This design comes from an exercise in tuning for small area on the open sky130 flow, not from production work. The RTL was checked by simulation tests, not by an equivalence proof against the original design. Power is estimated from default activity; no workload was simulated.

[design/flow/config.mk]
export PLATFORM = sky130hd
export DESIGN_NAME = filter
export DESIGN_NICKNAME = filter
export VERILOG_FILES = /design/flow/design.v
export SDC_FILE = /design/flow/constraint.sdc
export NUM_CORES = 4
export LEC_CHECK = 0
export CAP_MARGIN = 20
export CORE_MARGIN = 2
export CORE_UTILIZATION = 40
export SLEW_MARGIN = 20
[design/flow/constraint.sdc]
create_clock -name core_clock -period 6.0 [get_ports {i_clk}]
set_input_delay 1.2000 -clock core_clock [delete_from_list [all_inputs] [get_ports {i_clk}]]
set_output_delay 1.2000 -clock core_clock [all_outputs]
set_load 0.01 [all_outputs]
[design/flow/design.v]
`timescale 1ns / 1ps
module filter (i_clk, i_rst_n, i_data, o_data);
	parameter INPUT_WIDTH = 18;
	input i_clk, i_rst_n;
	input  	   signed [INPUT_WIDTH - 1 : 0] i_data;
	output reg signed [INPUT_WIDTH - 1 : 0] o_data;
	reg [3 : 0] counter_r;
	reg 		ctrl_comp;
	reg signed [INPUT_WIDTH - 1 : 0] pipeline_r [0 : 10];
	reg signed [INPUT_WIDTH + 4 - 1 : 0] mux_out, term;
	reg signed [INPUT_WIDTH + 7 - 1 : 0] acc_r;
	wire sync_reset;
	integer i;
assign  sync_reset = (counter_r == 4'b1111) ? 1'b0 : 1'b1;
always @(posedge i_clk, negedge i_rst_n)
	if(!i_rst_n)
		counter_r <= 4'b0;
	else
		counter_r <= counter_r + 1'b1;
always @(posedge i_clk, negedge i_rst_n)
    if(!i_rst_n)
		for(i = 0 ; i < 11; i = i + 1)
			pipeline_r[i] <= {INPUT_WIDTH{1'b0}};
    else if (!sync_reset) 
		begin
			pipeline_r[0] <= i_data;
			for(i = 0 ; i < 10; i = i + 1)
				pipeline_r [i + 1] <= pipeline_r[i];
	        end
always @(*) begin
    case (counter_r)
        4'd0  : 
                begin
                    mux_out = pipeline_r[0];
                    ctrl_comp = 1'b1;
                end
        4'd1  : 
                begin
                    mux_out = pipeline_r[0] << 1;
                    ctrl_comp = 1'b1;
                end
        4'd2  : 
                begin
                    mux_out = pipeline_r[1] << 3;
                    ctrl_comp = 1'b1;
                end
        4'd3  : 
                begin
                    mux_out = pipeline_r[2] << 3;
                    ctrl_comp = 1'b1;
                end
        4'd4  : 
                begin
                    mux_out = pipeline_r[4] << 3;
                    ctrl_comp = 1'b0;
                end
        4'd5  : 
                begin
                    mux_out = pipeline_r[4] << 1;
                    ctrl_comp = 1'b0;
                end
        4'd6  : 
                begin 
                    mux_out = pipeline_r[4];
                    ctrl_comp = 1'b0;
                end
        4'd7  : 
                begin
                    mux_out = pipeline_r[5] << 4;
                    ctrl_comp = 1'b0;
                end
        4'd8  :
                begin 
                    mux_out = pipeline_r[6] << 3;
                    ctrl_comp = 1'b0;
                end
        4'd9  : 
                begin
                    mux_out = pipeline_r[6] << 1;
                    ctrl_comp = 1'b0;
                end
        4'd10 : 
                begin
                    mux_out = pipeline_r[6];
                    ctrl_comp = 1'b0;
                end
        4'd11 :
                begin 
                    mux_out = pipeline_r[8] << 3;
                    ctrl_comp = 1'b1;
                end
        4'd12 : 
                begin
                mux_out = pipeline_r[9] << 3;
                ctrl_comp = 1'b1;
                end
        4'd13 : 
                begin
                    mux_out = pipeline_r[10];
                    ctrl_comp = 1'b1;
                end                                      
        4'd14 : 
                begin
                    mux_out = pipeline_r[10] << 1;
                    ctrl_comp = 1'b1;
                end
	default:
		begin
		    mux_out = {INPUT_WIDTH + 4 {1'b0}};
		    ctrl_comp = 1'b0;
		end
    endcase
end
always @(*)
	if (ctrl_comp)
		term = ~ mux_out + 1'b1; 
	else
		term = mux_out;
always @(posedge i_clk, negedge i_rst_n)
	if (!i_rst_n)
		acc_r <= {(INPUT_WIDTH + 7){1'b0}};
	else if (!sync_reset)
		acc_r <= {(INPUT_WIDTH + 7){1'b0}};
	else
		acc_r <= term + acc_r;
always @(posedge i_clk, negedge i_rst_n)
	if(!i_rst_n)
		o_data <= {(INPUT_WIDTH){1'b0}};
	else if(sync_reset == 1'b0)
		if(((~(|acc_r[24:22])) || (&acc_r[24:22])) && !((acc_r[22:5] == 18'h1FFFF) && acc_r[4]))
			o_data <= acc_r[22:5] + {acc_r[4]&&(|acc_r[3:0]||acc_r[5])};
		else if(acc_r[24]) 
			o_data <= 18'h20000;
		else 
			o_data <= 18'h1FFFF;
endmodule
[design/flow/run.sh]
#!/bin/bash
# synth_recipe.tcl (not shown) runs the flow's synth.tcl, then flattens the netlist and writes it again
# the make line also repeats each setting of config.mk as NAME=value (left out here)
make -C /OpenROAD-flow-scripts/flow DESIGN_CONFIG=/design/flow/config.mk WORK_HOME=/design/flow/orfs CLKGATE_MAP_FILE= SYNTH_SCRIPT=/design/flow/synth_recipe.tcl finish
==> metrics.md, run 1 <==
| Metric | Value |
|---|---|
| Worst Setup SP | counter_r[0] |
| Ant diodes | 0 |
| CTS sink cnt | roughly 250 |
| Die X | approximately 190 um |
| Max_slew headroom | a little under half |
| Congestion Overflow GR | 0 |
| Die H | between 150 and 200 um |
| Reg2reg start | counter_r[0] |
| DR WL/cell | ~17 um |
| DRC errors left | 0 |
| Commonest non-fill, non-tap cell in the layout | nand2_1 |
| Fmax | 196 MHz |
| Logic gate share of total power | around 12% |
| Final setup fails | 0 |
| Ys flop type | dfrtp_1 |
| Worst slew pin tran | approximately 0.80 ns |
| Period utilization | between 80% and 90% |
| Syn nets | ~1,600 |
| Post-synthesis async set-or-reset flop share | 100% |
| Post-DP HPWL | around 23,000 um |
| DRT iter0 DRCs | approximately 950 |
| Fill cell count | 3,196 |
| FF-to-FF path depth | 20 |
| Area delta synth->final | 11.3% |
| Setup crit start kind | flop |
| Clk pwr share | about two fifths |
| First-pass GRT wire length | 55,500 um |
| Layout Nets | between 1,500 and 2,000 |
| Synth Register Bits | 245 |
| Clk root buf | clkbuf_16 |
| Peak supply drop | 204 uV |
| Fin crit period | between 5 and 6 ns |
| Sequential area share after synthesis | a little under half |
| WP data arrival | 5.57 ns |
| Count of non-filler cells in the finished layout | about 2,000 |
| # Post-CTS Setup Buffers | 0 |
| CTS H-tree depth | 1 |
| Max Cap Viol | 0 |
| Worst-Skew Late Latency | 0.54 ns |
| Unrepaired setup endpoints after global routing | false |
| Met3 Track Usage GR | under 10% |
| Initial antenna violation count | 0 |
| DR pass1 iterations | 9 |
| Run status | timing/DRC/antenna clean |
| Wire length after detailed routing | approximately 34,000 um |
| Leakage | about 7 nW |
| Vias per cell | roughly 5.4 |
| Post-synth EDFFs | 0 |
| Hold buffer count at cts | 0 |
| Sw Pwr | 0.988 mW |
| Warnings, synthesis | 2 |
| Initial Utilization | a little over 40% |
| # rows | 66 |
| Pin count of the biggest net entering global routing | roughly 150 |
| R2R Path End | acc_r[24] |
| Worst Path Required | around 6.5 ns |
| Net Sw Frac | 24.9% |
| Most Crowded Layer GR | met2 |
| Reg clk slew, reported paths | 0.06 ns |
| Hold_ws | 0.458 ns |
| Area of the mapped netlist | 13,300 sq um |
| Yosys cell types | between 70 and 80 |
| Routability Congestion | 0.857 |
| R2R Setup Slk | ~0.89 ns |
| Sequential share of power | 45.8% |
| Via count | roughly 11,000 |
| Syn Inst Count | 1,562 |
| Utilization after layout | between 40% and 50% |
| I/O Buffers | 37 |
| Layout cell share with drive strength beyond 1 | between 6 and 7% |
| CTS Buffer Depth | 3 |
| Antenna viol nets, final | 0 |
| # resized after CTS | 0 |
| Int Pwr | 2.98 mW |
| Met2 Use GR | a little under a third |
| Worst Setup Path Type | reg2reg |
| Vias in the first global route | 10,300 |
| Pre-CTS setup slack | a little under 1 ns |
| Final hold vios | 0 |
| I/O pin total | 38 |
| PD cells | approximately 270 nW/um^2 |
| CTS Buf Count | 27 |
| Slew Viols, Final | 0 |
| Fin Setup TNS | 0 ns |
| Placed Cells | between 1,500 and 2,000 |
| Total global-route track usage | 20.0% |
| Setup crit end kind | flop |
| Die footprint | 34,700 sq um |
| Most frequent cells in the layout | nand2_1, dfrtp_1, nor2_1 |
| GR Layer Usage met1 | around 30% |
| Clock skew | around 0.0093 ns |
| Final setup margin | just under 0.9 ns |
| Critical Path End | acc_r[24] |
| Synth Area per Inst | around 8.5 sq um |
| Core Box Area | roughly 33,000 sq um |
| CP Max Fanout | 30 |
| CTS tree | yes |
| Min-delay worst type | reg2reg |
-- metrics by stage --
| stage | power, mW | cell area (sq um) |
|---|---|---|
| after floorplan | 2.11 | 13300 |
| after global placement | 2.33 | 13900 |
| after detailed placement | 2.34 | 13900 |
| after CTS | 4.01 | 14800 |
| after global routing | 4.14 | 14800 |
| final | 3.97 | 14800 |
-- registers in the layout (all words and copies together) (netlist names) --
register,count
counter_r,4
o_data,18
acc_r,25
pipeline_r,198
-- cells by family after synthesis --
group	count (synthesis)	share of synthesized area, %
AND/OR/NAND/NOR	820	25.4
AO/OA/AOI/OAI	257	13.8
adder cells (fa/ha/maj)	32	3.07
flip-flops	245	46.1
multiplexers	37	3.45
buffers and inverters	117	4.49
XOR/XNOR	54	3.66
-- metal layers --
metal | share of wire (%) | vias to the layer above | wire [um]
met2 | 43 | 281 | 14700
met1 | 49 | 5180 | 16700
met5 | 0 | - | 0
li1 | - | 5249 | -
met3 | 4.9 | 59 | 1650
met4 | 2.7 | 0 | 901
-- worst max-delay path, stage by stage, from the launching register on --
cell	delay, ns
dfrtp_1	0.39
inv_1	0.10
ha_2	0.38
buf_4	0.32
nor3_1	0.27
nor3_1	0.10
nor2_1	0.47
buf_4	0.26
nor2_1	0.05
a21oi_1	0.17
inv_1	0.09
fa_1	0.41
nor2b_1	0.19
o31ai_1	0.12
a21oi_1	0.23
a31oi_1	0.17
o21ai_0	0.52
a31oi_1	0.24
o21ai_0	0.24
xnor3_1	0.24
nor2_1	0.08
-- layout make-up --
cell class | count | area [sq um] | share of cell area, %
multi-input cells | 1200 | 6590 | 44.5
clock buffers | 35 | 746 | 5.04
inverters | 18 | 67.6 | 0.457
well taps | 442 | 553 | 3.74
repair buffers | 58 | 571 | 3.86
flip-flops and latches | 245 | 6140 | 41.5
clock inverters | 12 | 134 | 0.905
-- cell usage after synthesis (all sizes together), types with 3 or more instances --
cell,instances,area share [%]
a211o,3,0.20
a211oi,6,0.34
a21o,17,0.96
a21oi,53,2.0
a221oi,14,0.92
a222oi,17,1.3
a22o,3,0.20
a22oi,35,2.0
a311oi,3,0.20
a31oi,13,0.66
and2,6,0.28
and3,15,0.71
and4,3,0.20
buf,43,2.4
clkbuf,56,1.6
dfrtp,245,46
ha,31,2.9
inv,17,0.48
mux2,11,0.96
mux2i,21,1.6
mux4,5,0.90
nand2,639,18
nand2b,11,0.52
nand3,34,1.3
nand3b,3,0.17
nand4,3,0.19
nor2,67,1.9
nor2b,14,0.66
nor3,12,0.49
o211a,3,0.23
o211ai,4,0.26
o21a,5,0.28
o21ai,37,1.4
o22a,17,1.1
o22ai,6,0.28
o2bb2ai,6,0.40
xnor2,24,1.6
xor2,29,1.9
-- worst min-delay path by stage --
| stage | start | end | slack [ns] | cells past startpoint |
|---|---|---|---|---|
| global route | pipeline_r[7][15] | pipeline_r[8][15] | 0.49 | 2 |
| floorplan | pipeline_r[3][0] | pipeline_r[4][0] | 0.44 | 2 |
| CTS | pipeline_r[7][1] | pipeline_r[8][1] | 0.47 | 2 |
| global placement | pipeline_r[7][7] | pipeline_r[8][7] | 0.45 | 2 |
| detailed placement | pipeline_r[7][3] | pipeline_r[8][3] | 0.45 | 2 |
| finish | pipeline_r[7][3] | pipeline_r[8][3] | 0.46 | 2 |
-- power groups by stage --
stage	combinational [mW]	clock [mW]	sequential, mW
5_1_grt	0.557	1.75	1.83
6_report	0.493	1.66	1.82
4_1_cts	0.498	1.69	1.82
2_1_floorplan	0.250	0	1.86
3_3_place_gp	0.489	0	1.84
3_5_place_dp	0.497	0	1.85
==> run 2, diff against run 1 <==
==> design/flow/design.v (replaced) <==
`timescale 1ns / 1ps
module filter (i_clk, i_rst_n, i_data, o_data);
	input i_clk, i_rst_n;
	input  signed [17:0] i_data;
	output reg signed [17:0] o_data;
	reg [3:0] cnt;
	reg started;
	reg [197:0] ring;
	reg [24:0] acc;
	wire ins = (cnt == 4'd15);
	wire [17:0] r10 = ring[197:180];
	wire [17:0] rd0 = ring[71:54];
	wire [17:0] rd1 = ring[143:126];
	wire [17:0] rd2 = ring[161:144];
	reg [2:0] sel;
	reg neg, dbl;
	always @(*) begin
		sel = 3'd0; neg = 1'b0; dbl = 1'b0;
		case (cnt)
			4'd15: begin sel[1] = 1'b1; end
			4'd0: begin sel[0] = 1'b1; end
			4'd1: begin sel[2] = 1'b1; neg = 1'b1; dbl = 1'b1; end
			4'd2: begin sel[0] = 1'b1; neg = 1'b1; end
			4'd3: begin sel[2] = 1'b1; neg = 1'b1; end
			4'd4: begin sel[0] = 1'b1; neg = 1'b1; end
			4'd5: begin sel[0] = 1'b1; end
			4'd6: begin sel[0] = 1'b1; neg = 1'b1; dbl = 1'b1; end
			4'd7: begin sel[1] = 1'b1; neg = 1'b1; end
			4'd8: begin sel[0] = 1'b1; neg = 1'b1; end
			4'd9: begin sel[1] = 1'b1; dbl = 1'b1; end
			4'd10: begin sel[2] = 1'b1; dbl = 1'b1; end
			4'd11: begin sel[2] = 1'b1; neg = 1'b1; end
			4'd13: begin sel[2] = 1'b1; end
			4'd14: begin sel[0] = 1'b1; end
			default: ;
		endcase
	end
	wire [17:0] word = ({18{sel[0]}} & rd0) | ({18{sel[1]}} & rd1) | ({18{sel[2]}} & rd2);
	wire [24:0] term = {{7{word[17]}}, word} ^ {25{neg}};
	wire [24:0] base = ins ? 25'd1 : (dbl ? {acc[23:0], 1'b0} : acc);
	wire [24:0] acc_nx = base + term + {24'd0, neg};
	wire ovf = ~((acc[24] == acc[23]) && (acc[24] == acc[22]));
	wire tie = ~|acc[4:0];
	wire [17:0] y = ovf ? {acc[24], {17{~acc[24]}}} : {acc[22:6], acc[5] & ~tie};
	always @(posedge i_clk, negedge i_rst_n)
		if (!i_rst_n) begin
			cnt <= 4'd0;
			started <= 1'b0;
			o_data <= 18'd0;
		end else begin
			cnt <= cnt + 4'd1;
			if (ins) started <= 1'b1;
			if (ins && started) o_data <= y;
		end
	always @(posedge i_clk) begin
		ring <= {ring[179:0], ins ? i_data : (started ? r10 : 18'd0)};
		acc <= acc_nx;
	end
endmodule
==> run 2 against run 1 <==
Still clean. Sequential cell count grew 1. Maximum frequency grew 7.4%. Combinational power decreased by 57%. Worst hold slack lost 0.15 ns. Non-clock buffer count decreased by 15. Critical path type unchanged. Largest cell class is now registers. Highest routed layer unchanged.
==> metrics.md, run 2 <==
| Metric | Value |
|---|---|
| Run status | timing/DRC/antenna clean |
| Total global-route track usage | 13.8% (-6.1 points) |
| Largest regs | ring x198, acc x25, o_data x18 |
| Syn Inst Count | 770 (-51%) |
| Synth Area per Inst | 10.5 sq um (+23%) |
| Slowest stage delay, CP | 0.69 ns (+0.17 ns) |
| CTS Buffer Depth | 3 (unchanged) |
| Leakage | 3.82 nW (-45%) |
| Core Box Area | 19,700 sq um (-40%) |
| Vias in the first global route | 4,873 (-53%) |
| Reg2reg start | cnt[0] |
| Initial antenna violation count | 0 (unchanged) |
| Hold Path Stages | 0 (-2) |
| Area of the mapped netlist | 8070 sq um (-39%) |
| Min-delay worst type | reg2reg |
| Synth Area in Adders | 5.05% (+2.0 points) |
| Utilization after layout | 48.0% (+2.7 points) |
| Slew Viols, Final | 0 (unchanged) |
| Met2 Use GR | 20.6% (-9.9 points) |
| Max_slew headroom | 31.8% (-15 points) |
| Final setup margin | 1.25 ns (+0.354 ns) |
| CTS Buf Count | 25 (-7.4%) |
| Peak supply drop | 192 uV (-5.5%) |
| Final setup fails | 0 (unchanged) |
| Cell with the most instances after synthesis | dfxtp_1 |
| Largest Register | ring |
| Largest cells by area after synthesis | dfxtp_1, dfrtp_1, nand2_1 |
| Fin Setup TNS | 0 ns (unchanged) |
| Via count | 5,138 (-52%) |
| Sequential area share after synthesis | 62.4% (+16 points) |
| DR pass1 iterations | 5 (-4) |
| R2R Path End | acc[24] |
| Synth Register Bits | 246 (+0.41%) |
| Main combinational cell family by area after synthesis | compound AO/OA/AOI/OAI gates |
| Worst Path Required | 6.46 ns (about the same) |
| Max reg flops | 198 (unchanged) |
| Fmax | 210 MHz (+7.4%) |
| Hold buffer count at cts | 0 (unchanged) |
| WP data arrival | 5.21 ns (-0.36 ns) |
| CTS sink cnt | 246 (+0.41%) |
| Post-synth top cells | dfxtp_1, nand2_1, o21ai_0 |
| GR Layer Usage met1 | 20.5% (-9.1 points) |
| Wire length after detailed routing | 14,500 um (-57%) |
| CP cell instances | inv_2 > ha_1 > mux4_2 > a222oi_1 > mux2i_1 > fa_1 > a211oi_1 > o21bai_1 > a2111o_1 > a31oi_1 > nand3_1 > a31o_2 > a21oi_1 > xor2_1 |
| Simple-gate share of the synthesized area | 11.5% (-14 points) |
| Worst Setup Path Type | reg2reg |
| Area delta synth->final | 16.9% |
| Final hold vios | 0 (unchanged) |
| Most Crowded Layer GR | met2 |
| Vias per cell | 4.74 (-11%) |
| Period utilization | 79.2% (-5.9 points) |
| Synth top area share | 55.3% (+9.2 points) |
| Reg clk slew, reported paths | 0.06 ns (about the same) |
| R2R Setup Slk | 1.25 ns (+0.35 ns) |
| CP bufs+invs | 1 (-3) |
| CTS H-tree depth | 1 (unchanged) |
| Synth Area in Compound Gates | 13.3% (-0.52 points) |
| Warnings, synthesis | 1 (-1) |
| DR WL/cell | 13.4 um (-20%) |
| Post-DP HPWL | 9780 um (-57%) |
| Layout Nets | 856 (-47%) |
| Congestion Overflow GR | 0 (unchanged) |
| Largest area contributor in the netlist | dfxtp_1 |
| Setup crit start kind | flop |
| Mux contribution to synthesized area | 1.33% (-2.1 points) |
| I/O pin total | 38 (unchanged) |
| # rows | 51 (-23%) |
| XOR/XNOR Fraction of Synth Area | 4.34% (+0.68 points) |
| Ant diodes | 0 (unchanged) |
| CP delay by family, top | compound AO/OA/AOI/OAI gates |
| Worst slew pin tran | 1.02 ns (+0.222 ns) |
| Ys flop type | dfxtp_1 |
| Die footprint | 21,300 sq um (-39%) |
| Antenna viol nets, final | 0 (unchanged) |
| FF-to-FF path depth | 14 (-30%) |
| Most frequent cells in the layout | dfxtp_1, nand2_1, o21ai_0 |
| CTS tree | yes |
| Hold Crit Endpoint | ring[134] |
| Die X | 146 um (-22%) |
| Routability Congestion | 0.841 (-1.9%) |
| Fin crit period | 4.75 ns (-0.354 ns) |
| Met3 Track Usage GR | 2.81% (+0.34 points) |
| # Post-CTS Setup Buffers | 0 (unchanged) |
| Critical-path top delay cell | a222oi_1 |
| Yosys cell types | 49 (-37%) |
| I/O Buffers | 37 (unchanged) |
| Die H | 146 um (-22%) |
| Commonest non-fill, non-tap cell in the layout | dfxtp_1 |
| Setup crit end kind | flop |
| Pin count of the biggest net entering global routing | 37 (-75%) |
| First-pass GRT wire length | 24,500 um (-56%) |
| PD cells | 359 nW/um^2 (+34%) |
| DRT iter0 DRCs | 325 (-66%) |
| # resized after CTS | 0 (unchanged) |
| Worst Min Path Start | ring[116] |
| Max Cap Viol | 0 (unchanged) |
| Layout cell share with drive strength beyond 1 | 6.97% (+0.78 points) |
| Pre-CTS setup slack | 1.25 ns (+0.290 ns) |
| Worst Setup SP | cnt[0] |
| Initial Utilization | 41.1% (+0.34 points) |
| Post-synth EDFFs | 0 (unchanged) |
| Unrepaired setup endpoints after global routing | false |
| Syn nets | 822 (-49%) |
| Post-synthesis async set-or-reset flop share | 9.35% (-91 points) |
| DRC errors left | 0 (unchanged) |
| CP Max Fanout | 18 (-40%) |
| Worst-Skew Late Latency | 0.53 ns (about the same) |
| Clk root buf | clkbuf_16 |
| Clock skew | 0.0218 ns (+0.0125 ns) |
[run 2: changes by cell type after synthesis, moves of 14 or more]
cell | before | now
a22oi_1 | 35 | 0
clkbuf_1 | 56 | 34
nand3_1 | 34 | 9
nand2_1 | 638 | 148
dfxtp_1 | 0 | 223
a221oi_1 | 14 | 0
dfrtp_1 | 245 | 23
nor2_1 | 67 | 48
o22a_1 | 17 | 0
buf_2 | 17 | 1
mux2i_1 | 21 | 6
o21ai_0 | 34 | 62
[run 2: worst reg2reg max path, stage by stage, from the launching register on]
cell and delay (ns):
dfrtp_1 0.48, inv_2 0.10, ha_1 0.22, mux4_2 0.68
a222oi_1 0.69, mux2i_1 0.24, fa_1 0.46, a211oi_1 0.27
o21bai_1 0.18, a2111o_1 0.45, a31oi_1 0.21, nand3_1 0.14
a31o_2 0.25, a21oi_1 0.16, xor2_1 0.14
[run 2: kinds of logic (layout without fill, tap and decap cells)]
logic type | count (synthesis) | count (layout)
AND/OR/NAND/NOR | 228 | 228
multiplexers | 9 | 9
AO/OA/AOI/OAI | 170 | 170
XOR/XNOR | 40 | 40
buffers and inverters | 45 | 93
flip-flops | 246 | 246
adder cells (fa/ha/maj) | 32 | 32
[run 2: cell type report]
cell class / count / area, sq um
Multi-Input combinational cell: 479 / 2870
Clock buffer: 30 / 654
Tap cell: 265 / 332
Clock inverter: 11 / 100
Inverter: 9 / 33.8
Fill cell: 1855 / 10200
Sequential cell: 246 / 5040
Timing Repair Buffer: 43 / 410
[run 2: power breakdown]
group	total (mW)	switching, mW	internal [mW]
Clock	1.43	0.612	0.820
Sequential	1.75	0.0326	1.72
Combinational	0.211	0.0793	0.132
[run 2: routing by layer]
layer  vias up  part of all wire, %  wire length (um)
met3        27                  4.6               671
met1      2322                   52              7630
met2       103                   41              5910
met4         0                  2.3               334
met5         -                    0                 0
li1       2686                    -                 -
[run 2: worst max path at each step]
stage | to | cells after the start | slack, ns
after CTS | acc[24] | 14 | 1.22
final | acc[24] | 14 | 1.25
after global routing | acc[24] | 14 | 0.86
after global placement | acc[24] | 14 | 1.40
after detailed placement | acc[24] | 14 | 1.25
after floorplan | acc[18] | 14 | 1.82
[run 2: stage by stage]
stage	hold WS, ns	area, sq um	instances	total power [mW]
3_5_place_dp	0.312	8690	1042	2.00
3_3_place_gp	0.310	8690	1042	1.99
5_1_grt	0.326	9440	1083	3.54
4_1_cts	0.316	9440	1083	3.44
6_report	0.309	9440	1083	3.39
2_1_floorplan	0.310	8070	770	1.85
==> run 3, diff against run 2 <==
==> design/flow/design.v (replaced) <==
`timescale 1ns / 1ps
module filter (i_clk, i_rst_n, i_data, o_data);
	input i_clk, i_rst_n;
	input  signed [17:0] i_data;
	output reg signed [17:0] o_data;
	reg [3:0] cnt;           
	reg started;             
	reg [197:0] ring;        
	reg [9:0] lo;            
	reg [10:0] hi;            
	reg cy;                  
	reg z;                   
	wire ins = (cnt == 4'd15);
	wire keep = ~ins & started;
	wire [17:0] r10 = ring[197:180];
	wire [17:0] rd0 = ring[35:18];
	wire [17:0] rd1 = ring[107:90];
	wire [17:0] rd2 = ring[161:144];
	reg [2:0] sel_d;
	reg neg_d, sh_d;
	always @(*) begin
		sel_d = 3'd0; neg_d = 1'b0; sh_d = 1'b0;
		case (cnt + 4'd1)
			4'd15: begin sel_d[2] = 1'b1; end
			4'd0: begin sel_d[2] = 1'b1; end
			4'd1: begin sel_d[0] = 1'b1; neg_d = 1'b1; end
			4'd2: begin sel_d[2] = 1'b1; end
			4'd3: begin sel_d[0] = 1'b1; sh_d = 1'b1; end
			4'd4: begin sel_d[0] = 1'b1; end
			4'd5: begin sel_d[1] = 1'b1; neg_d = 1'b1; end
			4'd6: begin sel_d[0] = 1'b1; neg_d = 1'b1; sh_d = 1'b1; end
			4'd7: begin sel_d[2] = 1'b1; neg_d = 1'b1; sh_d = 1'b1; end
			4'd8: begin sel_d[1] = 1'b1; end
			4'd9: begin sel_d[2] = 1'b1; neg_d = 1'b1; end
			4'd10: begin sel_d[2] = 1'b1; end
			4'd11: begin sel_d[1] = 1'b1; neg_d = 1'b1; end
			4'd12: begin sel_d[2] = 1'b1; neg_d = 1'b1; end
			4'd13: begin sel_d[1] = 1'b1; sh_d = 1'b1; end
			default: ;
		endcase
	end
	reg [2:0] sel;
	reg neg, sh;
	always @(posedge i_clk) begin
		sel <= sel_d; neg <= neg_d; sh <= sh_d;
	end
	wire [17:0] word = ({18{sel[0]}} & rd0) | ({18{sel[1]}} & rd1) | ({18{sel[2]}} & rd2);
	wire [17:0] tw = word ^ {18{neg}};    
	wire ld = ins;
	wire hs = ~ins & sh;
	wire hp = ~ins & ~sh;
	wire [9:0] lo_b = ({10{hs}} & {hi[0] ^ cy, lo[9:1]}) | ({10{hp}} & lo) | {5'd0, ld, 4'd0};
	wire [10:0] hi_b = ({11{hs}} & {hi[10], hi[10:1]}) | ({11{hp}} & hi);
	wire hi_ci = (hs & hi[0] & cy) | (hp & cy);
	wire [9:0] lo_t = tw[9:0];
	wire [10:0] hi_t = {{3{tw[17]}}, tw[17:10]};
	wire [10:0] la_c;
	wire [9:0] la_s;
	assign la_c[0] = neg;
	genvar la_i;
	generate for (la_i = 0; la_i < 10; la_i = la_i + 1) begin : la_g
		assign la_s[la_i] = lo_b[la_i] ^ lo_t[la_i] ^ la_c[la_i];
		assign la_c[la_i + 1] = (lo_b[la_i] & lo_t[la_i]) | (la_c[la_i] & (lo_b[la_i] ^ lo_t[la_i]));
	end endgenerate
	wire [11:0] ha_c;
	wire [10:0] ha_s;
	assign ha_c[0] = hi_ci;
	genvar ha_i;
	generate for (ha_i = 0; ha_i < 11; ha_i = ha_i + 1) begin : ha_g
		assign ha_s[ha_i] = hi_b[ha_i] ^ hi_t[ha_i] ^ ha_c[ha_i];
		assign ha_c[ha_i + 1] = (hi_b[ha_i] & hi_t[ha_i]) | (ha_c[ha_i] & (hi_b[ha_i] ^ hi_t[ha_i]));
	end endgenerate
	wire [20:0] acc = {hi, lo};
	wire ovf = ~((acc[20] == acc[19]) && (acc[20] == acc[18]));
	wire tie = z & ~acc[0];
	wire en = ins & started;
	wire en_v = en & ~ovf;
	wire en_p = en & ovf & ~acc[20];    
	wire en_n = en & ovf & acc[20];     
	wire [17:0] val = {acc[18:2], acc[1] & ~tie};
	wire [17:0] o_nx = ({18{en_v}} & val) | {en_n, {17{en_p}}} | ({18{~en}} & o_data);
	always @(posedge i_clk, negedge i_rst_n)
		if (!i_rst_n) begin
			cnt <= 4'd0;
			started <= 1'b0;
			o_data <= 18'd0;
		end else begin
			cnt <= cnt + 4'd1;
			started <= started | ins;
			o_data <= o_nx;
		end
	always @(posedge i_clk) begin
		ring <= {ring[179:0], ({18{ins}} & i_data) | ({18{keep}} & r10)};
		lo <= la_s;
		cy <= la_c[10];
		hi <= ha_s;
		z <= ld | (z & ~(hs & lo[0]));
	end
endmodule
--- a/design/flow/config.mk
+++ b/design/flow/config.mk
@@ -9,3 +9,5 @@
 export CORE_MARGIN = 2
 export CORE_UTILIZATION = 40
+export CTS_CLUSTER_DIAMETER = 60
+export CTS_CLUSTER_SIZE = 30
 export SLEW_MARGIN = 20
==> run 3 against run 2 <==
Via count fell by 28%. Critical endpoint is now hi[10]. Die area fell by 12%. Utilization fell by 0.54 points. Register-to-register slack got worse by 1.0 ns. Clock skew fell by 0.0056 ns. Sequential share of layout area rose by 8.5 points.
==> metrics.md, run 3 <==
| Metric | Value |
|---|---|
| Congestion Overflow GR | 0 (unchanged) |
| PD cells | 378 nW/um^2 (+5.1%) |
| DR pass1 iterations | 5 (unchanged) |
| CTS Buffer Depth | 3 (unchanged) |
| Worst Setup Path Type | reg2reg |
| Logic gate share of total power | 7.6% (+1.4 points) |
| Wire length after detailed routing | 11,900 um (-18%) |
| Setup crit end kind | flop |
| Largest Register | ring |
| Max Cap Viol | 0 (unchanged) |
| I/O pin total | 38 (unchanged) |
| # rows | 48 (-5.9%) |
| Post-synth top cells | dfxtp_1, nand2_1, o21ai_0 |
| Metal2 WL | 5250 um (-11%) |
| Syn Inst Count | 543 (-29%) |
| Setup crit start kind | flop |
| Commonest non-fill, non-tap cell in the layout | dfxtp_1 |
| Ant diodes | 0 (unchanged) |
| Max reg flops | 198 (unchanged) |
| DR WL/cell | 14.7 um (+9.2%) |
| Post-Layout Inst Area | 8240 sq um (-13%) |
| Syn nets | 585 (-29%) |
| Hold Crit Endpoint | ring[81] |
| Core Box Area | 17,400 sq um (-12%) |
| Vias per cell | 4.57 (-3.6%) |
| Die X | 137 um (-6.0%) |
| Worst-Skew Late Latency | 0.48 ns (-0.05 ns) |
| Min-delay worst type | reg2reg |
| Clk root buf | clkbuf_16 |
| Critical-path top delay cell | dfrtp_1 |
| Fmax | 173 MHz (-18%) |
| Utilization after layout | 47.5% (-0.54 points) |
| Leakage | 3.29 nW (-14%) |
| Routed met1 length | 5840 um (-23%) |
| Post-DP HPWL | 7970 um (-19%) |
| Sequential area share after synthesis | 71.8% (+9.3 points) |
| Clock skew | 0.0162 ns (-0.00556 ns) |
| WP data arrival | 6.14 ns (+0.93 ns) |
| Post-synthesis async set-or-reset flop share | 9.24% (-0.11 points) |
| Hold buffer count at cts | 0 (unchanged) |
| Layout Nets | 621 (-27%) |
| Die H | 137 um (-6.0%) |
| Largest cells by area after synthesis | dfxtp_1, dfrtp_1, fa_1 |
| DRT iter0 DRCs | 280 (-14%) |
| Sw Pwr | 0.687 mW (-5.1%) |
| Via count | 3,710 (-28%) |
| Yosys cell types | 38 (-22%) |
| Net Sw Frac | 22.1% (+0.73 points) |
| Area of the mapped netlist | 7110 sq um (-12%) |
| Synth top area share | 63.7% (+8.4 points) |
| Area delta synth->final | 16.0% |
| Reg clk slew, reported paths | 0.10 ns (+0.04 ns) |
| Worst Setup SP | cnt[1] |
| R2R Setup Slk | 0.23 ns (-1.02 ns) |
| Hold Path Stages | 0 (unchanged) |
| I/O Buffers | 37 (unchanged) |
| Placed Area | 7730 sq um (-11%) |
| Largest area contributor in the netlist | dfxtp_1 |
| R2R Path End | hi[10] |
| Slowest stage delay, CP | 0.47 ns (-0.22 ns) |
| Warnings, synthesis | 1 (unchanged) |
| CTS H-tree depth | 1 (unchanged) |
| Ys flop type | dfxtp_1 |
| Sequential share of power | 57.0% (+5.4 points) |
| Critical Path Most Common Cell | fa_1 |
| CTS sink cnt | 249 (+1.2%) |
| Worst Min Path Start | ring[63] |
| Vias in the first global route | 3,752 (-23%) |
| Peak supply drop | 182 uV (-5.5%) |
| Reg2reg start | cnt[1] |
| Synth Area per Inst | 13.1 sq um (+25%) |
| Worst Path Required | 6.37 ns (-0.09 ns) |
| Fin crit period | 5.77 ns (+1.02 ns) |
| Clk pwr share | 35.4% (-6.8 points) |
| Synth Register Bits | 249 (+1.2%) |
| Largest regs | ring x198, o_data x18, hi x11 |
| Final setup fails | 0 (unchanged) |
| Fin Setup TNS | 0 ns (unchanged) |
| Total global-route track usage | 13.2% (-0.64 points) |
| Top Metal Used | met4 |
| Worst slew pin tran | 0.611 ns (-0.412 ns) |
| Cell with the most instances after synthesis | dfxtp_1 |
| CTS tree | yes |
| Unrepaired setup endpoints after global routing | false |
| CP Max Fanout | 7 (-11) |
| Met3 wire length | 577 um (-14%) |
| Initial Utilization | 40.9% (-0.14 points) |
| CP cell instances | ha_2 > and3_4 > nor2_1 > fa_1 > fa_1 > fa_1 > fa_1 > fa_2 > fa_2 > fa_2 > fa_1 > fa_1 > fa_1 > xor3_1 |
| # resized after CTS | 0 (unchanged) |
| # Post-CTS Setup Buffers | 0 (unchanged) |
| Routability Congestion | 0.802 (-4.6%) |
| Max_slew headroom | 59.3% (+28 points) |
| First-pass GRT wire length | 19,300 um (-21%) |
| Layout cell share with drive strength beyond 1 | 8.36% (+1.4 points) |
| Run status | timing/DRC/antenna clean |
| DRC errors left | 0 (unchanged) |
| Pin count of the biggest net entering global routing | 36 (-2.7%) |
| Slew Viols, Final | 0 (unchanged) |
| CTS Buf Count | 14 (-44%) |
| FF-to-FF path depth | 14 (unchanged) |
| Final hold vios | 0 (unchanged) |
| Int Pwr | 2.43 mW (-9.1%) |
| Post-synth EDFFs | 0 (unchanged) |
| Die footprint | 18,800 sq um (-12%) |
| Period utilization | 96.2% (+17 points) |
| Antenna viol nets, final | 0 (unchanged) |
| Most frequent cells in the layout | dfxtp_1, nand2_1, o21ai_0 |
| Total power | 3.11 mW (-8.2%) |
| Initial antenna violation count | 0 (unchanged) |
run 3: cell count changes after synthesis, sizes merged, moves of 11 or more:
cell    delta
a21o      -11
nor2      -26
a21oi     -32
fa        +18
clkbuf    -16
ha        -28
xor2      -21
mux2i     +13
nand2     -87
o21ai     -25
run 3: worst max-delay path by stage:
stage | endpoint
finish | hi[10]
global placement | hi[10]
global route | hi[10]
CTS | hi[10]
floorplan | hi[10]
detailed placement | hi[10]
run 3: cell families after synthesis:
| kind of cell | after synthesis | synth area share (%) |
|---|---|---|
| flip-flops | 249 | 71.8 |
| AND/OR/NAND/NOR | 95 | 5.46 |
| buffers and inverters | 43 | 2.61 |
| multiplexers | 23 | 3.29 |
| adder cells (fa/ha/maj) | 22 | 5.88 |
| XOR/XNOR | 23 | 3.05 |
| AO/OA/AOI/OAI | 88 | 7.96 |
run 3: critical path: cells and delay by family, from the launching register on:
kind                     cells  cell delay (ns)
adder cells (fa/ha/maj)     11             4.60
flip-flops                   1             0.47
XOR/XNOR                     1             0.35
AND/OR/NAND/NOR              2             0.25
run 3: power groups by stage:
stage / sequential (mW) / combinational [mW] / clock [mW]
after CTS: 1.78 / 0.242 / 1.13
after detailed placement: 1.81 / 0.242 / 0
after global routing: 1.79 / 0.268 / 1.20
final: 1.77 / 0.237 / 1.10
after global placement: 1.81 / 0.240 / 0
after floorplan: 1.84 / 0.0592 / 0
run 3: final cells by class:
class                           count  area (sq um)
Fill cell                        1516          9120
Sequential cell                   249          5100
Multi-Input combinational cell    251          1840
Timing Repair Buffer               50           463
Clock buffer                       16           389
Tap cell                          225           282
Clock inverter                      7           121
Inverter                           13          48.8
run 3: metrics by stage:
step / setup WS, ns / hold WS, ns / instances
6_report: 0.225 / 0.327 / 811
5_1_grt: 0.0286 / 0.328 / 811
3_5_place_dp: 0.201 / 0.312 / 788
3_3_place_gp: 0.254 / 0.310 / 788
4_1_cts: 0.194 / 0.331 / 811
2_1_floorplan: 0.0336 / 0.310 / 543
run 3: layer usage:
metal,global-route usage [%],vias to the layer above
met5,0,-
met1,18.4,1749
met3,2.61,13
met2,20.7,85
met4,4.18,0
li1,-,1863
==> run 4, diff against run 3 <==
--- a/design/flow/config.mk
+++ b/design/flow/config.mk
@@ -9,5 +9,5 @@
 export CORE_MARGIN = 2
 export CORE_UTILIZATION = 40
-export CTS_CLUSTER_DIAMETER = 60
-export CTS_CLUSTER_SIZE = 30
+export CTS_CLUSTER_DIAMETER = 50
+export CTS_CLUSTER_SIZE = 20
 export SLEW_MARGIN = 20
==> run 4 against run 3 <==
Still clean. Cell area increased by 0.74%. Power grew 2.4%. First-iteration DRC count increased by 5.7%. Combinational power is essentially flat. Synthesized cell count stayed put. Final cell count is 0.62% higher. Maximum frequency increased by 0.54%. Setup slack better by 0.031 ns. Area after synthesis is the same. Critical path depth down 1. Register-to-register slack improved by 0.03 ns. Critical path type unchanged. Largest power group unchanged.
==> metrics.md, run 4 <==
| Metric | Value |
|---|---|
| DR pass1 iterations | 7 (+2) |
| Initial Utilization | 40.9% (unchanged) |
| Unrepaired setup endpoints after global routing | false |
| Synth Area per Inst | 13.1 sq um (unchanged) |
| Fill cell count | 1,515 (-0.066%) |
| Largest area contributor in the netlist | dfxtp_1 |
| DR WL/cell | 14.6 um (-0.38%) |
| Total power | 3.19 mW (+2.4%) |
| Wire length after detailed routing | 11,900 um (+0.24%) |
| Fin crit period | 5.74 ns (-0.0308 ns) |
| Run status | timing/DRC/antenna clean |
| Area delta synth->final | 16.8% |
| Synth top area share | 63.7% (unchanged) |
| Commonest non-fill, non-tap cell in the layout | dfxtp_1 |
| Die H | 137 um (unchanged) |
| Via count | 3,704 (-0.16%) |
| Layout cell share with drive strength beyond 1 | 9.31% (+0.94 points) |
| Largest Register | ring |
| Main combinational cell family by area after synthesis | compound AO/OA/AOI/OAI gates |
| Die footprint | 18,800 sq um (unchanged) |
| Largest cells by area after synthesis | dfxtp_1, dfrtp_1, fa_1 |
| Post-DP HPWL | 7970 um (unchanged) |
| First-pass GRT wire length | 19,300 um (+0.39%) |
| Max Cap Viol | 0 (unchanged) |
| Worst Setup SP | ring[28] |
| CTS tree | yes |
| Vias per cell | 4.54 (-0.77%) |
| # rows | 48 (unchanged) |
| Pin count of the biggest net entering global routing | 36 (unchanged) |
| Reg2reg start | ring[28] |
| CTS sink cnt | 249 (unchanged) |
| Setup crit end kind | flop |
| I/O Buffers | 37 (unchanged) |
| Leakage | 3.33 nW (+0.98%) |
| Worst Min Path Start | ring[116] |
| CP Max Fanout | 2 (-5) |
| Synth Register Bits | 249 (unchanged) |
| I/O pin total | 38 (unchanged) |
| Synth Area in Compound Gates | 7.96% (unchanged) |
| PD cells | 384 nW/um^2 (+1.6%) |
| Worst Setup Path Type | reg2reg |
| Vias in the first global route | 3,756 (+0.11%) |
| Slew Viols, Final | 0 (unchanged) |
| DRC errors left | 0 (unchanged) |
| Worst Path Required | 6.36 ns (about the same) |
| Max_slew headroom | 57.6% (-1.7 points) |
| Slowest stage delay, CP | 0.47 ns (about the same) |
| Simple-gate share of the synthesized area | 5.46% (unchanged) |
| Period utilization | 95.7% (-0.51 points) |
| Warnings, synthesis | 1 (unchanged) |
| # Post-CTS Setup Buffers | 0 (unchanged) |
| Syn nets | 585 (unchanged) |
| Peak supply drop | 196 uV (+8.0%) |
| Most frequent cells in the layout | dfxtp_1, nand2_1, o21ai_0 |
| Reg clk slew, reported paths | 0.08 ns (-0.02 ns) |
| Ys flop type | dfxtp_1 |
| Final hold vios | 0 (unchanged) |
| CP cell instances | a222oi_1 > xnor2_1 > fa_1 > fa_1 > fa_1 > fa_1 > fa_2 > fa_2 > fa_2 > fa_1 > fa_1 > fa_1 > xor3_1 |
| Worst slew pin tran | 0.636 ns (+0.0253 ns) |
| CTS Buffer Depth | 3 (unchanged) |
| Area of the mapped netlist | 7110 sq um (unchanged) |
| Yosys cell types | 38 (unchanged) |
| Mux contribution to synthesized area | 3.29% (unchanged) |
| XOR/XNOR Fraction of Synth Area | 3.05% (unchanged) |
| Fmax | 174 MHz (+0.54%) |
| Cell with the most instances after synthesis | dfxtp_1 |
| Largest regs | ring x198, o_data x18, hi x11 |
| DRT iter0 DRCs | 296 (+5.7%) |
| Setup crit start kind | flop |
| Critical Path Most Common Cell | fa_1 |
| Synth Area in Adders | 5.88% (unchanged) |
| Congestion Overflow GR | 0 (unchanged) |
| CTS H-tree depth | 1 (unchanged) |
| Post-synth top cells | dfxtp_1, nand2_1, o21ai_0 |
| Min-delay worst type | reg2reg |
| Core Box Area | 17,400 sq um (unchanged) |
| Initial antenna violation count | 0 (unchanged) |
| WP data arrival | 6.10 ns (-0.04 ns) |
| Total global-route track usage | 13.2% (+0.055 points) |
| Layout Nets | 625 (+0.64%) |
| Final setup fails | 0 (unchanged) |
| Post-synth EDFFs | 0 (unchanged) |
| Die X | 137 um (unchanged) |
| Ant diodes | 0 (unchanged) |
| Worst-Skew Late Latency | 0.48 ns (about the same) |
| Fin Setup TNS | 0 ns (unchanged) |
| Sequential area share after synthesis | 71.8% (unchanged) |
| Clk root buf | clkbuf_16 |
| CTS Buf Count | 18 (+4) |
| Post-synthesis async set-or-reset flop share | 9.24% (unchanged) |
| Clock skew | 0.0106 ns (-0.00559 ns) |
| Routability Congestion | 0.802 (unchanged) |
| Max reg flops | 198 (unchanged) |
| Syn Inst Count | 543 (unchanged) |
| Antenna viol nets, final | 0 (unchanged) |
| Critical-path top delay cell | fa_1 |
run 4: cell types whose count changed in the layout (fill, tap and decap cells not counted), sizes merged:
cell	delta
clkbuf	+3
inv	-2
clkinv	+4
run 4: final timing paths:
check	to	slack [ns]	cells past startpoint
worst max register to register	hi[10]	0.26	13
min in group asynchronous	o_data[4]	0.69	1
worst max-delay path	hi[10]	0.26	13
worst min-delay path	ring[134]	0.32	0
max in group asynchronous	cnt[1]	4.94	1
worst min register to register	ring[134]	0.32	0
run 4: logic make-up (layout without fill, tap and decap cells):
kind of cell               after synthesis  after routing
muxes                                   23             23
DFF                                    249            249
xor gates and xnor gates                23             23
adders and majority gates               22             22
buffers and inverters                   43             91
AOI/OAI and AO/OA                       88             88
and+or+nand+nor                         95             95
run 4: layout make-up:
| cell class | count | area (sq um) | share of cell area (%) |
|---|---|---|---|
| well taps | 225 | 282 | 3.39 |
| multi-input cells | 251 | 1840 | 22.1 |
| repair buffers | 50 | 463 | 5.58 |
| flip-flops and latches | 249 | 5100 | 61.4 |
| clock inverters | 9 | 95.1 | 1.15 |
| clock buffers | 19 | 475 | 5.73 |
| inverters | 13 | 48.8 | 0.588 |
run 4: critical path: cells and delay by family, from the launching register on:
kind,cells,cell delay [ns]
flip-flops,1,0.32
adder cells (fa/ha/maj),10,4.36
XOR/XNOR,2,0.50
AO/OA/AOI/OAI,1,0.44
run 4: power by group:
part           internal [mW]  total (mW)  switching, mW
clock                  0.627        1.18          0.549
sequential              1.73        1.77         0.0384
combinational          0.145       0.238         0.0927
run 4: repair_timing:
action | in CTS | in global routing
resized for setup | 0 | 1
setup endpoints to repair | 0 | 1
hold buffers | 0 | 0
run 4: metal layers:
metal  share of wire, %  wire length [um]  vias to the layer above  track usage (%)
met5                  0                 0                        -                0
met4                1.9               226                        0             3.89
met1                 49              5880                     1730             18.8
met3                4.2               500                       16             2.32
li1                   -                 -                     1877                -
met2                 45              5320                       81             20.8
run 4: through the flow:
stage / area (sq um) / utilization, % / worst slack, ns / hold WS (ns) / cells
6_report: 8300 / 47.8 / 0.256 / 0.322 / 816
5_1_grt: 8300 / 47.8 / 0.0666 / 0.319 / 816
4_1_cts: 8310 / 47.9 / 0.188 / 0.323 / 816
3_5_place_dp: 7730 / 44.6 / 0.201 / 0.312 / 788
3_3_place_gp: 7730 / 44.6 / 0.254 / 0.310 / 788
2_1_floorplan: 7140 / - / 0.0336 / 0.310 / 543
==> run 5, diff against run 4 <==
==> design/flow/flow/run.sh (new file) <==
#!/bin/bash
# Own layout flow: the standard flow (standard synthesis unchanged), with
#  - the smallest buffer (buf_1) on the ports instead of the default choice,
#  - clock tree sink clusters sized for this design, without dummy loads,
#  - power recovery (downsizing of cells off the critical paths) after global
#    routing.
# The make output goes to standard.log in this folder; ORFS's own per-step
# logs are under orfs/logs.
set -euo pipefail
bash standard.sh \
  "BUFFER_PORTS_ARGS=-buffer_cell sky130_fd_sc_hd__buf_1" \
  "CTS_ARGS=-sink_clustering_enable -repair_clock_nets -dont_use_dummy_load -sink_clustering_size 30 -sink_clustering_max_diameter 60" \
  "RECOVER_POWER=100" \
  finish > standard.log 2>&1
==> design/flow/standard.sh (new file) <==
#!/bin/bash
# synth_recipe.tcl (not shown) runs the flow's synth.tcl, then flattens the netlist and writes it again
# the make line also repeats each setting of config.mk as NAME=value (left out here)
make -C /OpenROAD-flow-scripts/flow DESIGN_CONFIG=/design/flow/config.mk WORK_HOME=/design/flow/orfs CLKGATE_MAP_FILE= SYNTH_SCRIPT=/design/flow/synth_recipe.tcl "${@:-finish}"
--- a/design/flow/config.mk
+++ b/design/flow/config.mk
@@ -9,5 +9,5 @@
 export CORE_MARGIN = 2
 export CORE_UTILIZATION = 40
-export CTS_CLUSTER_DIAMETER = 50
-export CTS_CLUSTER_SIZE = 20
+export CTS_CLUSTER_DIAMETER = 60
+export CTS_CLUSTER_SIZE = 30
 export SLEW_MARGIN = 20
removed: design/flow/run.sh
==> run 5 against run 4 <==
Still clean on timing, DRC and antenna. Sequential share of layout area rose by 3.3 points. Critical path depth rose by 1. Global-route usage rose by 0.062 points. Clock power fell by 22%. Critical endpoint unchanged. Highest routed layer unchanged.
==> metrics.md, run 5 <==
| Metric | Value |
|---|---|
| Run status | timing/DRC/antenna clean |
| I/O pin total | 38 (unchanged) |
| Critical Path End | hi[10] |
| Most frequent cells in the layout | dfxtp_1, nand2_1, o21ai_0 |
| Setup crit end kind | flop |
| Sequential area share after synthesis | 71.8% (unchanged) |
| Reg clk slew, reported paths | 0.10 ns (+0.02 ns) |
| Unrepaired setup endpoints after global routing | false |
| Final setup fails | 0 (unchanged) |
| FF-to-FF path depth | 14 (+1) |
| WP data arrival | 6.08 ns (-0.02 ns) |
| Period utilization | 95.6% (-0.16 points) |
| Largest cells by area after synthesis | dfxtp_1, dfrtp_1, fa_1 |
| Die H | 137 um (unchanged) |
| CTS tree | yes |
| Via count | 3,730 (+0.70%) |
| Vias per cell | 4.63 (+2.1%) |
| Max_slew headroom | 11.8% (-46 points) |
| Hold_ws | 0.275 ns (-0.0465 ns) |
| Final hold vios | 0 (unchanged) |
| Congestion Overflow GR | 0 (unchanged) |
| DRC errors left | 0 (unchanged) |
| Commonest non-fill, non-tap cell in the layout | dfxtp_1 |
| Clock skew | 0.0728 ns (+0.0621 ns) |
| R2R Setup Slk | 0.27 ns (about the same) |
| Placed Area | 7520 sq um (-2.8%) |
| Layout cell share with drive strength beyond 1 | 6.55% (-2.8 points) |
| Fin crit period | 5.73 ns (-0.00954 ns) |
| Placed Cells | 790 (+0.25%) |
| PD cells | 362 nW/um^2 (-5.6%) |
| Area of the mapped netlist | 7110 sq um (unchanged) |
| Clk root buf | clkbuf_16 |
| Total power | 2.85 mW (-10%) |
| Count of non-filler cells in the finished layout | 805 (-1.3%) |
| DR WL/cell | 14.8 um (+1.4%) |
| Initial antenna violation count | 0 (unchanged) |
| Net Sw Frac | 21.4% (+0.095 points) |
| Synth Area per Inst | 13.1 sq um (unchanged) |
| Ys flop type | dfxtp_1 |
| Sw Pwr | 0.612 mW (-10%) |
| Routability Congestion | 0.864 (+7.7%) |
| Hold buffer count at cts | 0 (unchanged) |
| Max reg flops | 198 (unchanged) |
| Synth Register Bits | 249 (unchanged) |
| R2R Path End | hi[10] |
| Largest area contributor in the netlist | dfxtp_1 |
| # rows | 48 (unchanged) |
| Yosys cell types | 38 (unchanged) |
| Cell with the most instances after synthesis | dfxtp_1 |
| I/O Buffers | 37 (unchanged) |
| Initial Utilization | 40.9% (unchanged) |
| CTS Buf Count | 15 (-3) |
| Die footprint | 18,800 sq um (unchanged) |
| Warnings, synthesis | 1 (unchanged) |
| Leakage | 3.13 nW (-6.0%) |
| Ant diodes | 0 (unchanged) |
| Post-synth EDFFs | 0 (unchanged) |
| Vias in the first global route | 3,779 (+0.61%) |
| Post-synthesis async set-or-reset flop share | 9.24% (unchanged) |
| Peak supply drop | 158 uV (-20%) |
| Reg2reg start | cnt[1] |
| Fin Setup TNS | 0 ns (unchanged) |
| Worst Setup Path Type | reg2reg |
| Fmax | 174 MHz (+0.17%) |
| Clk pwr share | 32.4% (-4.5 points) |
| Synth top area share | 63.7% (unchanged) |
| DRT iter0 DRCs | 234 (-21%) |
| Post-DP HPWL | 8040 um (+0.95%) |
| Post-synth top cells | dfxtp_1, nand2_1, o21ai_0 |
| Setup crit start kind | flop |
| First-pass GRT wire length | 19,500 um (+0.97%) |
| Area delta synth->final | 10.9% |
| # Post-CTS Setup Buffers | 0 (unchanged) |
| Core Box Area | 17,400 sq um (unchanged) |
| Largest regs | ring x198, o_data x18, hi x11 |
| Syn nets | 585 (unchanged) |
| CTS sink cnt | 249 (unchanged) |
| Worst Path Required | 6.34 ns (-0.02 ns) |
| Total global-route track usage | 13.3% (+0.062 points) |
| Wire length after detailed routing | 11,900 um (about the same) |
| Syn Inst Count | 543 (unchanged) |
| Die X | 137 um (unchanged) |
| Post-Layout Inst Area | 7880 sq um (-5.1%) |
| Sequential share of power | 62.1% (+6.5 points) |
| Worst-Skew Late Latency | 0.50 ns (+0.02 ns) |
| Layout Nets | 624 (-0.16%) |
| CTS Buffer Depth | 3 (unchanged) |
| Worst Setup SP | cnt[1] |
| DR pass1 iterations | 5 (-2) |
| Int Pwr | 2.24 mW (-11%) |
| Max Cap Viol | 0 (unchanged) |
| Slew Viols, Final | 0 (unchanged) |
| Largest Register | ring |
| Antenna viol nets, final | 0 (unchanged) |
| Worst slew pin tran | 1.32 ns (+0.688 ns) |
| CTS H-tree depth | 1 (unchanged) |
| CP Max Fanout | 7 (+5) |
| Fill cell count | 1,518 (+0.20%) |
| Pin count of the biggest net entering global routing | 36 (unchanged) |
| Min-delay worst type | reg2reg |
| Logic gate share of total power | 5.4% (-2.1 points) |
==> run 5: cell types whose count changed in the layout (fill, tap and decap cells not counted), sizes merged <==
| cell | before | now |
|---|---|---|
| inv | 15 | 13 |
| clkinvlp | 1 | 0 |
| bufinv | 1 | 0 |
| clkdlybuf4s50 | 36 | 0 |
| clkinv | 5 | 0 |
| buf | 14 | 48 |
==> run 5: final cells by class <==
cell class	count	area, sq um	area share (%)
flip-flops and latches	249	5100	64.7
well taps	225	282	3.57
inverters	13	48.8	0.619
multi-input cells	251	1840	23.3
repair buffers	52	236	3.00
clock buffers	15	375	4.76
==> run 5: kinds of logic (layout without fill, tap and decap cells) <==
kind of cell / Yosys count / after routing / share of synthesized area [%]
flip-flops: 249 / 249 / 71.8
AND/OR/NAND/NOR: 95 / 95 / 5.46
AO/OA/AOI/OAI: 88 / 88 / 7.96
buffers and inverters: 43 / 80 / 2.61
XOR/XNOR: 23 / 23 / 3.05
multiplexers: 23 / 23 / 3.29
adder cells (fa/ha/maj): 22 / 22 / 5.88
==> run 5: layer usage <==
layer	global-route usage [%]	wire length, um
met5	0	0
met4	4.35	208
met3	2.13	606
met2	21.5	5410
met1	18.3	5700
==> run 5: how the worst min path moves through the flow <==
stage | start | to | depth (start not counted)
finish | ring[38] | ring[56] | 0
global route | ring[38] | ring[56] | 0
CTS | ring[38] | ring[56] | 0
detailed placement | ring[128] | ring[146] | 0
global placement | ring[63] | ring[81] | 0
floorplan | ring[82] | ring[100] | 0
==> run 5: repair_timing <==
action                     in CTS  in global routing
hold endpoints to repair        0                  0
setup endpoints to repair       0                  1
gates resized for setup         0                  2
==> run 5: power groups by stage <==
| stage | registers [mW] | logic [mW] | clock network (mW) |
|---|---|---|---|
| after floorplan | 1.84 | 0.0592 | 0 |
| after global placement | 1.81 | 0.159 | 0 |
| after detailed placement | 1.81 | 0.161 | 0 |
| after CTS | 1.78 | 0.161 | 0.957 |
| after global routing | 1.78 | 0.185 | 1.01 |
| final | 1.77 | 0.155 | 0.925 |
==> run 5: critical path, stage by stage, from the launching register on <==
cell,delay (ns)
dfrtp_1,0.45
ha_1,0.20
and3_4,0.21
nor2_1,0.07
fa_2,0.41
fa_1,0.45
fa_1,0.46
fa_1,0.46
fa_2,0.41
fa_2,0.40
fa_2,0.40
fa_1,0.45
fa_1,0.45
fa_1,0.42
xor3_1,0.35
==> run 5: metrics by stage <==
stage	util (%)	setup WS (ns)
2_1_floorplan	-	0.0336
3_3_place_gp	43.3	0.229
3_5_place_dp	43.3	0.177
4_1_cts	45.5	0.151
5_1_grt	45.4	0.0232
6_report	45.4	0.266
==> run 6, diff against run 5 <==
==> design/flow/flow/run.sh (replaced) <==
#!/bin/bash
# Own layout flow: the standard flow (standard synthesis unchanged), with
#  - the smallest buffer (buf_1) on the ports instead of the default choice,
#  - clock tree of clkbuf_8 with sink clusters sized for this design, without dummy loads,
#  - power recovery (downsizing of cells off the critical paths) after global
#    routing.
# The make output goes to standard.log in this folder; ORFS's own per-step
# logs are under orfs/logs.
set -euo pipefail
bash standard.sh \
  "BUFFER_PORTS_ARGS=-buffer_cell sky130_fd_sc_hd__buf_1" \
  "CTS_ARGS=-sink_clustering_enable -repair_clock_nets -dont_use_dummy_load -buf_list sky130_fd_sc_hd__clkbuf_8 -sink_clustering_size 20 -sink_clustering_max_diameter 60" \
  "RECOVER_POWER=100" \
  finish > standard.log 2>&1
==> run 6 against run 5 <==
Utilization down 0.82 points. Largest cell class unchanged. Critical path type unchanged. Combinational power is essentially flat. Critical path depth is the same.
==> metrics.md, run 6 <==
| Metric | Value |
|---|---|
| Reg clk slew, reported paths | 0.12 ns (+0.02 ns) |
| Clock skew | 0.0457 ns (-0.0271 ns) |
| Final hold vios | 0 (unchanged) |
| Ys flop type | dfxtp_1 |
| CTS Buffer Depth | 3 (unchanged) |
| Max Cap Viol | 0 (unchanged) |
| Unrepaired setup endpoints after global routing | false |
| Yosys cell types | 38 (unchanged) |
| DR pass1 iterations | 5 (unchanged) |
| Critical-path top delay cell | fa_1 |
| Largest cells by area after synthesis | dfxtp_1, dfrtp_1, fa_1 |
| Antenna viol nets, final | 0 (unchanged) |
| First-pass GRT wire length | 19,500 um (unchanged) |
| Slowest stage delay, CP | 0.46 ns (about the same) |
| Routability Congestion | 0.864 (unchanged) |
| Run status | timing/DRC/antenna clean |
| Most frequent cells in the layout | dfxtp_1, nand2_1, o21ai_0 |
| Largest regs | ring x198, o_data x18, hi x11 |
| Worst Setup SP | cnt[1] |
| Wire length after detailed routing | 11,900 um (-0.29%) |
| CTS tree | yes |
| Area of the multi-input gates | 1830 sq um (-0.14%) |
| DRT iter0 DRCs | 231 (-1.3%) |
| I/O pin total | 38 (unchanged) |
| Count of non-filler cells in the finished layout | 807 (+0.25%) |
| CP cell instances | ha_1 > and3_4 > nor2_1 > fa_1 > fa_1 > fa_1 > fa_1 > fa_2 > fa_2 > fa_2 > fa_1 > fa_1 > fa_1 > xor3_1 |
| Worst-Skew Late Latency | 0.50 ns (about the same) |
| CTS H-tree depth | 1 (unchanged) |
| R2R Path End | hi[10] |
| FF+latch area | 5100 sq um (about the same) |
| CTS Buf Count | 17 (+2) |
| Via count | 3,698 (-0.86%) |
| Largest Register | ring |
| Placed Cells | 790 (unchanged) |
| Syn Inst Count | 543 (unchanged) |
| Final setup fails | 0 (unchanged) |
| Setup crit start kind | flop |
| Fill cell count | 1,541 (+1.5%) |
| Post-synth EDFFs | 0 (unchanged) |
| I/O Buffers | 37 (unchanged) |
| Max reg flops | 198 (unchanged) |
| Critical Path End | hi[10] |
| Reg2reg start | cnt[1] |
| Sequential area share after synthesis | 71.8% (unchanged) |
| Post-synth top cells | dfxtp_1, nand2_1, o21ai_0 |
| Hold Path Stages | 0 (unchanged) |
| Post-synthesis async set-or-reset flop share | 9.24% (unchanged) |
| Hold buffer count at cts | 0 (unchanged) |
| Core Box Area | 17,400 sq um (unchanged) |
| DRC errors left | 0 (unchanged) |
| Setup crit end kind | flop |
| FF-to-FF path depth | 14 (unchanged) |
| Period utilization | 95.8% (+0.19 points) |
| Critical Path Most Common Cell | fa_1 |
| Congestion Overflow GR | 0 (unchanged) |
| Fin crit period | 5.75 ns (+0.0112 ns) |
| Pre-CTS setup slack | 0.177 ns (unchanged) |
| WP data arrival | 6.12 ns (+0.04 ns) |
| Initial antenna violation count | 0 (unchanged) |
| Synth Area per Inst | 13.1 sq um (unchanged) |
| # rows | 48 (unchanged) |
| R2R Setup Slk | 0.25 ns (about the same) |
| Total global-route track usage | 13.3% (-0.017 points) |
| Vias in the first global route | 3,801 (+0.58%) |
| Die X | 137 um (unchanged) |
| Worst Path Required | 6.37 ns (+0.03 ns) |
| Die H | 137 um (unchanged) |
| Initial Utilization | 40.9% (unchanged) |
| Die footprint | 18,800 sq um (unchanged) |
| PD cells | 341 nW/um^2 (-5.9%) |
| Layout Nets | 626 (+0.32%) |
| Utilization after layout | 44.6% (-0.82 points) |
| Warnings, synthesis | 1 (unchanged) |
| Clk root buf | clkbuf_8 |
| Ant diodes | 0 (unchanged) |
| Leakage | 3.06 nW (-2.0%) |
| Syn nets | 585 (unchanged) |
| Area delta synth->final | 8.86% |
| Layout cell share with drive strength beyond 1 | 6.87% (+0.32 points) |
| Worst Setup Path Type | reg2reg |
| Slew Viols, Final | 0 (unchanged) |
| Post-DP HPWL | 8040 um (unchanged) |
| DR WL/cell | 14.7 um (-0.54%) |
| Fin Setup TNS | 0 ns (unchanged) |
| Area of the mapped netlist | 7110 sq um (unchanged) |
| Max_slew headroom | 14.8% (+3.0 points) |
| CTS sink cnt | 249 (unchanged) |
| Commonest non-fill, non-tap cell in the layout | dfxtp_1 |
| Peak supply drop | 128 uV (-19%) |
| Cell with the most instances after synthesis | dfxtp_1 |
| Pin count of the biggest net entering global routing | 36 (unchanged) |
| Fmax | 174 MHz (-0.19%) |
| Vias per cell | 4.58 (-1.1%) |
| Synth Register Bits | 249 (unchanged) |
| Min-delay worst type | reg2reg |
| Worst slew pin tran | 1.28 ns (-0.0454 ns) |
| Final setup margin | 0.254 ns (-0.0112 ns) |
| Hold_ws | 0.299 ns (+0.0236 ns) |
| CP Max Fanout | 7 (unchanged) |
| Largest area contributor in the netlist | dfxtp_1 |
| Synth top area share | 63.7% (unchanged) |
==> run 6: cell counts after synthesis <==
Identical to the previous run, type by type.
==> run 6: power breakdown <==
part / leakage [nW] / switching (mW) / total (mW) / internal, mW
Clock: 0.122 / 0.452 / 0.709 / 0.257
Combinational: 0.813 / 0.0948 / 0.155 / 0.0605
Sequential: 2.13 / 0.0380 / 1.77 / 1.74
Total: 3.06 / 0.584 / 2.64 / 2.05
==> run 6: kinds of logic after synthesis <==
kind of cell             share of synthesized area, %
buffers and inverters                            2.61
multiplexers                                     3.29
adder cells (fa/ha/maj)                          5.88
flip-flops                                       71.8
AO/OA/AOI/OAI                                    7.96
XOR/XNOR                                         3.05
AND/OR/NAND/NOR                                  5.46
==> run 6: worst max-delay path: cells and delay by family (launching register included) <==
kind / cells / cell delay (ns)
fa+ha+maj: 11 / 4.55
simple gates: 2 / 0.28
xor+xnor: 1 / 0.36
flops: 1 / 0.43
==> run 6: worst min-delay path by stage <==
| stage | endpoint | slack (ns) | startpoint |
|---|---|---|---|
| floorplan | ring[100] | 0.31 | ring[82] |
| global placement | ring[81] | 0.31 | ring[63] |
| detailed placement | ring[146] | 0.31 | ring[128] |
| CTS | ring[72] | 0.30 | ring[54] |
| global route | ring[72] | 0.29 | ring[54] |
| finish | ring[72] | 0.30 | ring[54] |
==> run 6: routing by layer <==
| metal | vias up | part of all wire (%) | GRT usage (%) |
|---|---|---|---|
| li1 | 1860 | - | - |
| met1 | 1758 | 49 | 18.4 |
| met2 | 64 | 45 | 21.4 |
| met3 | 16 | 4.3 | 2.21 |
| met4 | 0 | 1.7 | 4.24 |
| met5 | - | 0 | 0 |
==> run 6: what timing repair did <==
action	in CTS	in global routing
endpoints found under the setup margin	0	1
setup buffers	0	0
resized for setup	0	1
==> run 6: area by class of cell <==
class	instances	area share (%)
clock buffers	17	3.02
inverters	13	0.631
multi-input cells	251	23.7
flip-flops and latches	249	65.9
well taps	225	3.64
repair buffers	52	3.06
==> run 6: per-stage QoR <==
step	area, sq um	total power, mW
after floorplan	7140	1.90
after global placement	7520	1.97
final	7740	2.64
after CTS	7750	2.68
after global routing	7740	2.77
after detailed placement	7520	1.97

## separate check: timing with driven ports
The results above use ideal ports. As a check the final layouts listed here were re-extracted and re-timed, cells and wires unchanged.
Step 1 assumes that a clkbuf_16 drives the clock port and a buf_2 every other input.
Step 2 adds t to the input delays and takes it off the output delays; t is the mean of the earliest and latest rising clock arrival at the registers after step 1. Input paths then give back, and output paths get back, about the clock's delay inside the block.
Three values: ideal ports, drivers, drivers and shift; two values: the first two.
run	t (ns)	setup WS [ns]	cell pins on the clock port's net
run 1	0.588	0.894 / 0.894 / 0.894	1
run 2	0.567	1.248 / 1.248 / 1.248	1
run 3	0.510	0.225 / 0.225 / 0.225	1
run 4	0.514	0.256 / 0.256 / 0.256	1
run 5	0.507	0.266 / 0.266 / 0.266	1
run 6	0.522	0.254 / 0.254 / 0.254	1
After both steps setup and hold are still met in every run listed.
